Context: an optimization exercise on an open-source flow, tuned for small area and a short achievable clock period. The choices shown serve that exercise and are no tape-out recipe. Function was checked by simulation only, so behaviour that the tests miss may differ from the original.

==> harbor <==
==> flow/design.v (excerpt) <==
module KEYBOARD_CONTROLLER (
	RST_N     ,
	DATA      ,
	CLK_50MHZ ,
	PS2CLK    ,
	ASCII_OUT ,
	COLOR     ,
	COMMAND
	);
==> flow/config.mk <==
export PLATFORM = sky130hd
export DESIGN_NAME = KEYBOARD_CONTROLLER
export DESIGN_NICKNAME = KEYBOARD_CONTROLLER
export VERILOG_FILES = /design/flow/design.v
export SDC_FILE = /design/flow/constraint.sdc
export NUM_CORES = 4
export LEC_CHECK = 0
export CAP_MARGIN = 20
export CORE_MARGIN = 2
export CORE_UTILIZATION = 60
export CTS_BUF_LIST = sky130_fd_sc_hd__clkbuf_8
export CTS_CLUSTER_DIAMETER = 60
export CTS_CLUSTER_SIZE = 16
export SLEW_MARGIN = 20
==> flow/constraint.sdc <==
create_clock -name core_clock -period 160.0 [get_ports {CLK_50MHZ}]
set_input_delay 32.0000 -clock core_clock [delete_from_list [all_inputs] [get_ports {CLK_50MHZ}]]
set_output_delay 32.0000 -clock core_clock [all_outputs]
set_load 0.01 [all_outputs]
standard.sh (not shown) runs the stock make flow with config.mk's settings and CLKGATE_MAP_FILE= SYNTH_SCRIPT=/design/flow/synth_recipe.tcl, a recipe that flattens the netlist after the stock synthesis.
==> flow/flow/run.sh <==
#!/bin/bash
set -euo pipefail
export BUFFER_PORTS_ARGS="-buffer_cell sky130_fd_sc_hd__buf_2"
bash standard.sh finish > flow_make.log 2>&1
==> inputs of pepper, as changes to harbor <==
--- a/flow/design.v
+++ b/flow/design.v
@@ -113,12 +113,12 @@
 	reg       bdone;
 	reg       rel;
 	wire      fall = c2 & ~c1;
 	always @(posedge clk or negedge RST_N) begin
 		if (!RST_N) begin
-			c1    <= 1'b0;
-			c2    <= 1'b0;
+			c1    <= 1'b1;
+			c2    <= 1'b1;
 			bc    <= 4'd0;
 			bdone <= 1'b0;
 			rel   <= 1'b0;
 		end
 		else begin
@@ -249,21 +249,12 @@
 			2'd1:    a34 = sbm;
 			2'd2:    a34 = 1'b0;
 			default: a34 = A[0];
 		endcase
 	end
-	always @(posedge clk or negedge RST_N) begin
-		if (!RST_N) begin
-			b  <= 6'd0;
-			ph <= 7'd0;
-		end
-		else begin
-			b  <= pe ? 6'd0 : b + 6'd1;
-			ph <= (ph == 7'd79) ? 7'd0 : ph + 7'd1;
-		end
-	end
 	always @(posedge clk) begin
+		b  <= pe ? 6'd0 : b + 6'd1;
 		c  <= co;
 		ad <= A[0];
 		ex <= X[0];
 		ey <= Y[0];
 		if (b0) begin
@@ -326,53 +317,45 @@
 	wire d_pt_y = !sym_ent && is_pt && cd_nz && !x_int && y_int;
 	wire d_op_x = !sym_ent && is_op && !letter && x_int;
 	wire d_rp_x = !sym_ent && !is_pt && !is_op && sym == Y_RP && letter && x_int && cd_nz;
 	reg [5:0] msym;
 	reg       mend;
-	reg [4:0] mc;    
 	always @(*) begin
-		mc = 5'd0;
+		mend = 1'b0;
+		msym = Y_SP;
 		case (cnt[4:0])
-			5'd0: mc = 5'd0;   5'd1: mc = 5'd5;   5'd2: mc = 5'd18;  5'd3: mc = 5'd18;
-			5'd4: mc = 5'd15;  5'd5: mc = 5'd18;  5'd6: mc = 5'd27;   5'd7: mc = 5'd0;
+			5'd0: msym = Y_SP;   5'd1: msym = L(5);   5'd2: msym = L(18);  5'd3: msym = L(18);
+			5'd4: msym = L(15);  5'd5: msym = L(18);  5'd6: msym = Y_SL;   5'd7: msym = Y_SP;
 			default:
 				if (err)
 					case (cnt[4:0])
-						5'd8:  mc = 5'd21; 5'd9:  mc = 5'd14; 5'd10: mc = 5'd11; 5'd11: mc = 5'd14;
-						5'd12: mc = 5'd15; 5'd13: mc = 5'd23; 5'd14: mc = 5'd14; 5'd15: mc = 5'd0;
-						5'd16: mc = 5'd3;  5'd17: mc = 5'd15; 5'd18: mc = 5'd13; 5'd19: mc = 5'd13;
-						5'd20: mc = 5'd1;  5'd21: mc = 5'd14; 5'd22: mc = 5'd4;
-						default: mc = 5'd31;
+						5'd8:  msym = L(21); 5'd9:  msym = L(14); 5'd10: msym = L(11); 5'd11: msym = L(14);
+						5'd12: msym = L(15); 5'd13: msym = L(23); 5'd14: msym = L(14); 5'd15: msym = Y_SP;
+						5'd16: msym = L(3);  5'd17: msym = L(15); 5'd18: msym = L(13); 5'd19: msym = L(13);
+						5'd20: msym = L(1);  5'd21: msym = L(14); 5'd22: msym = L(4);
+						default: mend = 1'b1;
 					endcase
 				else if (sym_ent)
 					case (cnt[4:0])
-						5'd8:  mc = 5'd5;  5'd9:  mc = 5'd24; 5'd10: mc = 5'd16; 5'd11: mc = 5'd18;
-						5'd12: mc = 5'd5;  5'd13: mc = 5'd19; 5'd14: mc = 5'd19; 5'd15: mc = 5'd9;
-						5'd16: mc = 5'd15; 5'd17: mc = 5'd14; 5'd18: mc = 5'd0;  5'd19: mc = 5'd14;
-						5'd20: mc = 5'd15; 5'd21: mc = 5'd20; 5'd22: mc = 5'd0;  5'd23: mc = 5'd6;
-						5'd24: mc = 5'd21; 5'd25: mc = 5'd12; 5'd26: mc = 5'd12;
-						default: mc = 5'd31;
+						5'd8:  msym = L(5);  5'd9:  msym = L(24); 5'd10: msym = L(16); 5'd11: msym = L(18);
+						5'd12: msym = L(5);  5'd13: msym = L(19); 5'd14: msym = L(19); 5'd15: msym = L(9);
+						5'd16: msym = L(15); 5'd17: msym = L(14); 5'd18: msym = Y_SP;  5'd19: msym = L(14);
+						5'd20: msym = L(15); 5'd21: msym = L(20); 5'd22: msym = Y_SP;  5'd23: msym = L(6);
+						5'd24: msym = L(21); 5'd25: msym = L(12); 5'd26: msym = L(12);
+						default: mend = 1'b1;
 					endcase
 				else
 					case (cnt[4:0])
-						5'd8:  mc = 5'd21; 5'd9:  mc = 5'd14; 5'd10: mc = 5'd5;  5'd11: mc = 5'd24;
-						5'd12: mc = 5'd16; 5'd13: mc = 5'd5;  5'd14: mc = 5'd3;  5'd15: mc = 5'd20;
-						5'd16: mc = 5'd5;  5'd17: mc = 5'd4;  5'd18: mc = 5'd0;  5'd19: mc = 5'd20;
-						5'd20: mc = 5'd15; 5'd21: mc = 5'd11; 5'd22: mc = 5'd5;  5'd23: mc = 5'd14;
-						5'd24: mc = 5'd0;  5'd25: mc = 5'd28;  5'd27: mc = 5'd28;
-						5'd26: mc = 5'd29;
-						default: mc = 5'd31;
+						5'd8:  msym = L(21); 5'd9:  msym = L(14); 5'd10: msym = L(5);  5'd11: msym = L(24);
+						5'd12: msym = L(16); 5'd13: msym = L(5);  5'd14: msym = L(3);  5'd15: msym = L(20);
+						5'd16: msym = L(5);  5'd17: msym = L(4);  5'd18: msym = Y_SP;  5'd19: msym = L(20);
+						5'd20: msym = L(15); 5'd21: msym = L(11); 5'd22: msym = L(5);  5'd23: msym = L(14);
+						5'd24: msym = Y_SP;  5'd25: msym = Y_QU;  5'd27: msym = Y_QU;
+						5'd26: if (sym[5:1] == 5'b01001) mend = 1'b1; else msym = sym;
+						default: mend = 1'b1;
 					endcase
 		endcase
-		case (mc)
-			5'd0:    msym = Y_SP;
-			5'd27:   msym = Y_SL;
-			5'd28:   msym = Y_QU;
-			5'd29:   msym = sym;
-			default: msym = {1'b1, mc};
-		endcase
-		mend = (mc == 5'd31) || (mc == 5'd29 && sym[5:1] == 5'b01001);
 	end
 	always @(*) begin
 		psel = 3'd3; qsel = 3'd0; kidx = 4'd0; sub = 1'b0; cinx = 1'b0; mask = 1'b0; abin = 1'b0;
 		amode = 2'd0; xmode = 3'd0; xbin = 1'b0; ymode = 2'd0; ybin = 1'b0; tmode = 2'd0;
 		case (st)
@@ -447,33 +430,33 @@
 			S_PF8: begin qsel = 3'd4; kidx = 4'd3; ymode = 2'd1; end
 			S_PF9: begin qsel = 3'd3; xmode = 3'd1; end
 			default: ;
 		endcase
 	end
-	reg [1:0] ocmd_n;
+	reg [1:0] ocmd;
 	reg [6:0] oasc;
-	reg [2:0] ocol_n;
+	reg [2:0] ocol;
 	reg       e_sym, e_nl, e_del;
 	reg [5:0] esym;
-	assign COMMAND   = ~ocmd_n;
+	assign COMMAND   = ocmd;
 	assign ASCII_OUT = {1'b0, oasc};
-	assign COLOR     = ~{{3{ocol_n[2]}}, {3{ocol_n[1]}}, {2{ocol_n[0]}}};
+	assign COLOR     = {{3{ocol[2]}}, {3{ocol[1]}}, {2{ocol[0]}}};
 	always @(posedge clk or negedge RST_N) begin
 		if (!RST_N) begin
-			ocmd_n <= 2'b00;
-			oasc   <= 7'd0;
-			ocol_n <= 3'b000;
+			ocmd <= 2'b11;
+			oasc <= 7'd0;
+			ocol <= 3'b111;
 		end
 		else if (e_sym) begin
-			ocmd_n <= 2'b11;
-			oasc   <= sym2asc(esym);
-			ocol_n <= ~sym2col(esym);
+			ocmd <= 2'b00;
+			oasc <= sym2asc(esym);
+			ocol <= sym2col(esym);
 		end
 		else begin
-			ocmd_n <= e_nl ? 2'b01 : e_del ? 2'b10 : 2'b00;
-			oasc   <= 7'd0;
-			ocol_n <= 3'b000;
+			ocmd <= e_nl ? 2'b10 : e_del ? 2'b01 : 2'b11;
+			oasc <= 7'd0;
+			ocol <= 3'b111;
 		end
 	end
 	wire ph_r  = (ph == r);
 	wire ph_c  = (ph == count);
 	wire psh_w = (st == S_PSH || st == S_PPT) && ph_c && !got && !b0;
@@ -536,10 +519,11 @@
 			end
 		end
 	end
 	always @(posedge clk) begin
 		begin
+			ph <= (ph == 7'd79) ? 7'd0 : ph + 7'd1;
 			if (psh_w) got <= 1'b1;
 			if (b == 6'd31) begin
 				xs   <= X[0];
 				ys   <= Y[0];
 				aneg <= A[0];
==> flow/run.sh (new file) <==
#!/bin/bash
# synth_recipe.tcl (not shown) runs the flow's synth.tcl, then flattens the netlist and writes it again
# the make line also repeats each setting of config.mk as NAME=value (left out here)
make -C /OpenROAD-flow-scripts/flow DESIGN_CONFIG=/design/flow/config.mk WORK_HOME=/design/flow/orfs CLKGATE_MAP_FILE= SYNTH_SCRIPT=/design/flow/synth_recipe.tcl finish
- CORE_UTILIZATION: 60 -> 40
- CTS_CLUSTER_DIAMETER: 60 -> 50
- CTS_CLUSTER_SIZE: 16 -> 12
removed: flow/flow/run.sh
removed: flow/standard.sh
==> inputs of juniper, as changes to harbor <==
--- a/flow/design.v
+++ b/flow/design.v
@@ -249,21 +249,12 @@
 			2'd1:    a34 = sbm;
 			2'd2:    a34 = 1'b0;
 			default: a34 = A[0];
 		endcase
 	end
-	always @(posedge clk or negedge RST_N) begin
-		if (!RST_N) begin
-			b  <= 6'd0;
-			ph <= 7'd0;
-		end
-		else begin
-			b  <= pe ? 6'd0 : b + 6'd1;
-			ph <= (ph == 7'd79) ? 7'd0 : ph + 7'd1;
-		end
-	end
 	always @(posedge clk) begin
+		b  <= pe ? 6'd0 : b + 6'd1;
 		c  <= co;
 		ad <= A[0];
 		ex <= X[0];
 		ey <= Y[0];
 		if (b0) begin
@@ -326,53 +317,45 @@
 	wire d_pt_y = !sym_ent && is_pt && cd_nz && !x_int && y_int;
 	wire d_op_x = !sym_ent && is_op && !letter && x_int;
 	wire d_rp_x = !sym_ent && !is_pt && !is_op && sym == Y_RP && letter && x_int && cd_nz;
 	reg [5:0] msym;
 	reg       mend;
-	reg [4:0] mc;    
 	always @(*) begin
-		mc = 5'd0;
+		mend = 1'b0;
+		msym = Y_SP;
 		case (cnt[4:0])
-			5'd0: mc = 5'd0;   5'd1: mc = 5'd5;   5'd2: mc = 5'd18;  5'd3: mc = 5'd18;
-			5'd4: mc = 5'd15;  5'd5: mc = 5'd18;  5'd6: mc = 5'd27;   5'd7: mc = 5'd0;
+			5'd0: msym = Y_SP;   5'd1: msym = L(5);   5'd2: msym = L(18);  5'd3: msym = L(18);
+			5'd4: msym = L(15);  5'd5: msym = L(18);  5'd6: msym = Y_SL;   5'd7: msym = Y_SP;
 			default:
 				if (err)
 					case (cnt[4:0])
-						5'd8:  mc = 5'd21; 5'd9:  mc = 5'd14; 5'd10: mc = 5'd11; 5'd11: mc = 5'd14;
-						5'd12: mc = 5'd15; 5'd13: mc = 5'd23; 5'd14: mc = 5'd14; 5'd15: mc = 5'd0;
-						5'd16: mc = 5'd3;  5'd17: mc = 5'd15; 5'd18: mc = 5'd13; 5'd19: mc = 5'd13;
-						5'd20: mc = 5'd1;  5'd21: mc = 5'd14; 5'd22: mc = 5'd4;
-						default: mc = 5'd31;
+						5'd8:  msym = L(21); 5'd9:  msym = L(14); 5'd10: msym = L(11); 5'd11: msym = L(14);
+						5'd12: msym = L(15); 5'd13: msym = L(23); 5'd14: msym = L(14); 5'd15: msym = Y_SP;
+						5'd16: msym = L(3);  5'd17: msym = L(15); 5'd18: msym = L(13); 5'd19: msym = L(13);
+						5'd20: msym = L(1);  5'd21: msym = L(14); 5'd22: msym = L(4);
+						default: mend = 1'b1;
 					endcase
 				else if (sym_ent)
 					case (cnt[4:0])
-						5'd8:  mc = 5'd5;  5'd9:  mc = 5'd24; 5'd10: mc = 5'd16; 5'd11: mc = 5'd18;
-						5'd12: mc = 5'd5;  5'd13: mc = 5'd19; 5'd14: mc = 5'd19; 5'd15: mc = 5'd9;
-						5'd16: mc = 5'd15; 5'd17: mc = 5'd14; 5'd18: mc = 5'd0;  5'd19: mc = 5'd14;
-						5'd20: mc = 5'd15; 5'd21: mc = 5'd20; 5'd22: mc = 5'd0;  5'd23: mc = 5'd6;
-						5'd24: mc = 5'd21; 5'd25: mc = 5'd12; 5'd26: mc = 5'd12;
-						default: mc = 5'd31;
+						5'd8:  msym = L(5);  5'd9:  msym = L(24); 5'd10: msym = L(16); 5'd11: msym = L(18);
+						5'd12: msym = L(5);  5'd13: msym = L(19); 5'd14: msym = L(19); 5'd15: msym = L(9);
+						5'd16: msym = L(15); 5'd17: msym = L(14); 5'd18: msym = Y_SP;  5'd19: msym = L(14);
+						5'd20: msym = L(15); 5'd21: msym = L(20); 5'd22: msym = Y_SP;  5'd23: msym = L(6);
+						5'd24: msym = L(21); 5'd25: msym = L(12); 5'd26: msym = L(12);
+						default: mend = 1'b1;
 					endcase
 				else
 					case (cnt[4:0])
-						5'd8:  mc = 5'd21; 5'd9:  mc = 5'd14; 5'd10: mc = 5'd5;  5'd11: mc = 5'd24;
-						5'd12: mc = 5'd16; 5'd13: mc = 5'd5;  5'd14: mc = 5'd3;  5'd15: mc = 5'd20;
-						5'd16: mc = 5'd5;  5'd17: mc = 5'd4;  5'd18: mc = 5'd0;  5'd19: mc = 5'd20;
-						5'd20: mc = 5'd15; 5'd21: mc = 5'd11; 5'd22: mc = 5'd5;  5'd23: mc = 5'd14;
-						5'd24: mc = 5'd0;  5'd25: mc = 5'd28;  5'd27: mc = 5'd28;
-						5'd26: mc = 5'd29;
-						default: mc = 5'd31;
+						5'd8:  msym = L(21); 5'd9:  msym = L(14); 5'd10: msym = L(5);  5'd11: msym = L(24);
+						5'd12: msym = L(16); 5'd13: msym = L(5);  5'd14: msym = L(3);  5'd15: msym = L(20);
+						5'd16: msym = L(5);  5'd17: msym = L(4);  5'd18: msym = Y_SP;  5'd19: msym = L(20);
+						5'd20: msym = L(15); 5'd21: msym = L(11); 5'd22: msym = L(5);  5'd23: msym = L(14);
+						5'd24: msym = Y_SP;  5'd25: msym = Y_QU;  5'd27: msym = Y_QU;
+						5'd26: if (sym[5:1] == 5'b01001) mend = 1'b1; else msym = sym;
+						default: mend = 1'b1;
 					endcase
 		endcase
-		case (mc)
-			5'd0:    msym = Y_SP;
-			5'd27:   msym = Y_SL;
-			5'd28:   msym = Y_QU;
-			5'd29:   msym = sym;
-			default: msym = {1'b1, mc};
-		endcase
-		mend = (mc == 5'd31) || (mc == 5'd29 && sym[5:1] == 5'b01001);
 	end
 	always @(*) begin
 		psel = 3'd3; qsel = 3'd0; kidx = 4'd0; sub = 1'b0; cinx = 1'b0; mask = 1'b0; abin = 1'b0;
 		amode = 2'd0; xmode = 3'd0; xbin = 1'b0; ymode = 2'd0; ybin = 1'b0; tmode = 2'd0;
 		case (st)
@@ -536,10 +519,11 @@
 			end
 		end
 	end
 	always @(posedge clk) begin
 		begin
+			ph <= (ph == 7'd79) ? 7'd0 : ph + 7'd1;
 			if (psh_w) got <= 1'b1;
 			if (b == 6'd31) begin
 				xs   <= X[0];
 				ys   <= Y[0];
 				aneg <= A[0];
- CORE_UTILIZATION: 60 -> 40
==> run summary <==
# TYPE chip_impl_metric gauge
chip_impl_info{name="run_status",value="no timing/DRC/antenna violations"} 1
chip_impl_metric{name="post_synth_and_or_nand_nor_area_fraction",unit=""} 0.1507
chip_impl_metric{name="routedLengthMet1",unit="mm"} 33.55
chip_impl_metric{name="nNonClkInverters",unit=""} 48
chip_impl_metric{name="pwr.group.clock",unit="uW"} 125
chip_impl_metric{name="layoutNonFillerInstCount",unit=""} 3339
chip_impl_metric{name="power.combinational.total",unit="uW"} 24.4
chip_impl_metric{name="detailedRoute.firstIterationViolations",unit=""} 1635
chip_impl_metric{name="synth-xor-area-share",unit=""} 0.01637
chip_impl_metric{name="number_of_standard_cells_after_synthesis",unit=""} 2454
(the above is from pepper)
==> run summary <==
# TYPE chip_impl_metric gauge
chip_impl_metric{name="routedLengthMet1",unit="mm"} 32.73
chip_impl_metric{name="worstPathMaxFanout",unit=""} 3
chip_impl_metric{name="power.combinational.total",unit="uW"} 75.3
chip_impl_metric{name="post_synth_and_or_nand_nor_area_fraction",unit=""} 0.1496
chip_impl_metric{name="finClkSkew",unit="ns"} 0.04790
chip_impl_info{name="run_status",value="no timing/DRC/antenna violations"} 1
chip_impl_metric{name="largest_register_ffs",unit=""} 480
chip_impl_metric{name="nNonClkInverters",unit=""} 60
chip_impl_metric{name="layoutNonFillerInstCount",unit=""} 3348
chip_impl_metric{name="yosysWarningCount",unit=""} 2
chip_impl_metric{name="register_area",unit="um^2"} 16180
chip_impl_metric{name="detailedRoute.firstIterationViolations",unit=""} 1792
chip_impl_metric{name="comb_power_share",unit=""} 0.181
chip_impl_metric{name="wl_per_cell",unit="um"} 22.09
chip_impl_metric{name="clock_sinks",unit=""} 761
chip_impl_metric{name="synth-xor-area-share",unit=""} 0.01803
chip_impl_info{name="hold_path_startpoint",value="X[8]"} 1
chip_impl_metric{name="pwr.group.clock",unit="uW"} 110
(the above is from juniper)
==> run summary <==
# TYPE chip_impl_metric gauge
chip_impl_info{name="run_status",value="no timing/DRC/antenna violations"} 1
chip_impl_metric{name="number_of_standard_cells_after_synthesis",unit=""} 2452
chip_impl_metric{name="post_synth_and_or_nand_nor_area_fraction",unit=""} 0.1559
chip_impl_metric{name="detailedRoute.firstIterationViolations",unit=""} 2653
chip_impl_metric{name="routedLengthMet1",unit="mm"} 30.42
chip_impl_metric{name="layoutNonFillerInstCount",unit=""} 3041
chip_impl_metric{name="dieWidth",unit="um"} 212.8
chip_impl_metric{name="synth-xor-area-share",unit=""} 0.01675
chip_impl_metric{name="pwr.group.clock",unit="uW"} 96.6
chip_impl_metric{name="yosysWarningCount",unit=""} 2
chip_impl_metric{name="nNonClkInverters",unit=""} 58
chip_impl_metric{name="finalCriticalPeriod",unit="ns"} 33.35
(the above is from harbor)

==> afterwards: timing with drivers on the ports <==
Ports are ideal in the flow. The routed layouts listed here were re-timed in OpenROAD. Step 1: set_driving_cell puts a clkbuf_16 on CLK_50MHZ and a buf_2 on each other input, an assumption about the parent block. Step 2 times the ports against the registers' clock, not the clock port: input delays grow and output delays shrink by t, the midpoint of the rising clock arrivals with the driver on. Three values: ideal ports, drivers, drivers and shift; two values: the first two.
run	t (ns)	slack for setup (ns)	worst hold slack (ns)	clock arrival spread, ns	worst slew at a driven data input, ns
harbor	0.740	126.652 / 126.598 / 127.337	0.303 / 0.303 / 0.303	0.069 / 0.069	0.04
pepper	0.762	126.178 / 126.115 / 126.878	0.305 / 0.305 / 0.305	0.067 / 0.067	0.03
juniper	0.724	126.761 / 126.706 / 127.429	0.307 / 0.307 / 0.307	0.050 / 0.049	0.03
After both steps every run listed still meets setup and hold.
